This is an optimization exercise on Yosys and OpenROAD, whose aim is small area, not a production implementation.
Function was checked by simulation only, so behaviour that the tests miss may differ from the original.
The clock port is modelled as an ideal driver; clocking choices that lean on that would not hold on a real chip.
No activity file was given, so power comes from the tool's default toggle rates.

## birch
==> flow/design.v (excerpt) <==
module all_modules
  (
  input TMBsig,
  input DTMBsig,
  input LAYERsig,
  input DTWHOLEsig,
  input RESET_INsig,
  input SIGM_INsig,
  input ID_INsig,
  input [1:0] XBAR_ADDRsig,
  input [5:0] AXsig,
  input [5:0] AYsig,
  input CEBsig,
  input RSTBsig,
  input WEBsig,
  input CMEBsig,
  input DINsig,
  input [63:0] CM_WLsig,
  input CD_TRANSsig,
  input [1:0] KERNEL_MODEsig,
  input [1:0] inputsig_control,
  input [11:0] inputsig_address,
  input [7:0] inputsig_id,
  input [63:0] inputsig_data_c,
  input [1:0] inputsig_xbar_address,
  input inputsig_data_w,
  input inputsig_flag,
  input [3:0] inputsig_sigmoid_threshold,
  input [1:0] inputsig_kernel_mode, 
  input inputsig_CD_trans,
  input CLK,
  input RESET,
  input [11:0] xb0_DO_CM, xb1_DO_CM, xb2_DO_CM, xb3_DO_CM,
  input xb0_DO_R, xb1_DO_R, xb2_DO_R, xb3_DO_R,
  output xb0_DIN, xb1_DIN, xb2_DIN, xb3_DIN,
  output [5:0] xb0_AX, xb1_AX, xb2_AX, xb3_AX,
  output [5:0] xb0_AY, xb1_AY, xb2_AY, xb3_AY,
  output xb0_WEB, xb1_WEB, xb2_WEB, xb3_WEB,
  output xb0_CMEB, xb1_CMEB, xb2_CMEB, xb3_CMEB,
  output [63:0] xb0_WL_CM, xb1_WL_CM, xb2_WL_CM, xb3_WL_CM,
  output xb0_CEB, xb1_CEB, xb2_CEB, xb3_CEB,
  output xb0_RSTB, xb1_RSTB, xb2_RSTB, xb3_RSTB,
  output reg [11:0] DO_CMpo,
  output reg DO_Rpo,
  output [7:0] output_id_2,
  output [63:0] output_data_c_2,
  output [1:0] output_control_2,
  output [11:0] output_address_2,
  output [1:0] output_xbar_address_2,
  ...
export LEC_CHECK = 0
export CAP_MARGIN = 20
export CORE_MARGIN = 2
export CORE_UTILIZATION = 65
export PLACE_DENSITY = 0.75
export SLEW_MARGIN = 20
create_clock -name core_clock -period 10.0 [get_ports {CLK}]
standard.sh (not shown) runs the stock make flow with config.mk's settings and CLKGATE_MAP_FILE= SYNTH_SCRIPT=/design/flow/synth_recipe.tcl, a recipe that flattens the netlist after the stock synthesis.
==> flow/flow/run.sh <==
#!/bin/bash
# Layout flow: the standard flow (standard.sh), with two changes:
#  - the clock inverter that synthesis puts in front of the (falling-edge) registers is not
#    cloned next to every register; CTS buffers the inverted clock net instead
#  - ports are buffered with sky130_fd_sc_hd__buf_1
set -euo pipefail
HERE=$(pwd)
export PRE_CTS_TCL="$HERE/flow/pre_cts.tcl"
export BUFFER_PORTS_ARGS="${BUFFER_PORTS_ARGS_OVERRIDE:--buffer_cell sky130_fd_sc_hd__buf_1}"
export CTS_ARGS="-sink_clustering_enable -repair_clock_nets -sink_clustering_size 18 -sink_clustering_max_diameter 50 -buf_list sky130_fd_sc_hd__clkbuf_8 -dont_use_dummy_load"
bash standard.sh > "$HERE/standard_flow.log" 2>&1
==> flow/flow/pre_cts.tcl <==
# Keep the single clock inverter: CTS then builds the tree on the inverted clock net.
proc repair_clock_inverters {args} {
  puts "repair_clock_inverters: skipped by the version's flow"
}
### birch -> pine
--- a/flow/design.v
+++ b/flow/design.v
@@ -303,21 +303,22 @@
         if ((st & 31) == 0) fb = fb ^ 1;
         st = ((st << 1) | fb) & 63;
       end
       dbs6 = st;
     end
   endfunction
-  reg [255:0] a1_rf;
+  reg [255:0] a1_rfn;    
+  wire [255:0] a1_rf = ~a1_rfn;
   reg [5:0] a1_rfi;
   always @(negedge CLK)
     if (rst) a1_rfi <= 6'd0;
     else if (ic2) a1_rfi <= {a1_rfi[4:0], a1_rfi[5] ^ a1_rfi[4] ^ (a1_rfi[4:0] == 5'd0)};
   genvar e;
   generate for (e = 0; e < 64; e = e + 1) begin : a1_rfe
     always @(negedge CLK)
-      if (rst || (ic2 && a1_rfi == dbs6(e))) a1_rf[4*e+3:4*e] <= a1_res & {4{~rst}};
+      if (rst || (ic2 && a1_rfi == dbs6(e))) a1_rfn[4*e+3:4*e] <= ~a1_res | {4{rst}};
   end endgenerate
   wire a1_oc1 = a1_fcd & ~rst;
   wire a1_oc2 = ~a1_fcd & ~rst;
   wire [67:0]  a1_p32 = a1_rf[67:0] | a1_rf[99:32];
   wire [79:0]  a1_q64 = a1_rf[79:0] | a1_rf[143:64];
   wire [63:0]  a1_r64 = a1_rf[191:128] | a1_rf[255:192];
Notes after the runs:
Synthesized net count grows slightly when moving from birch to pine.
pine ends up with lower global-route usage than birch does.
Looking only at number of rows created at floorplan, and setting everything else aside, the higher value of pine and birch goes to birch.
pine — synthesis-to-finish area growth 0.20 points higher, birch as reference
birch has higher power in sequential cells than pine.
Worst setup slack after layout sits higher in pine than in birch.
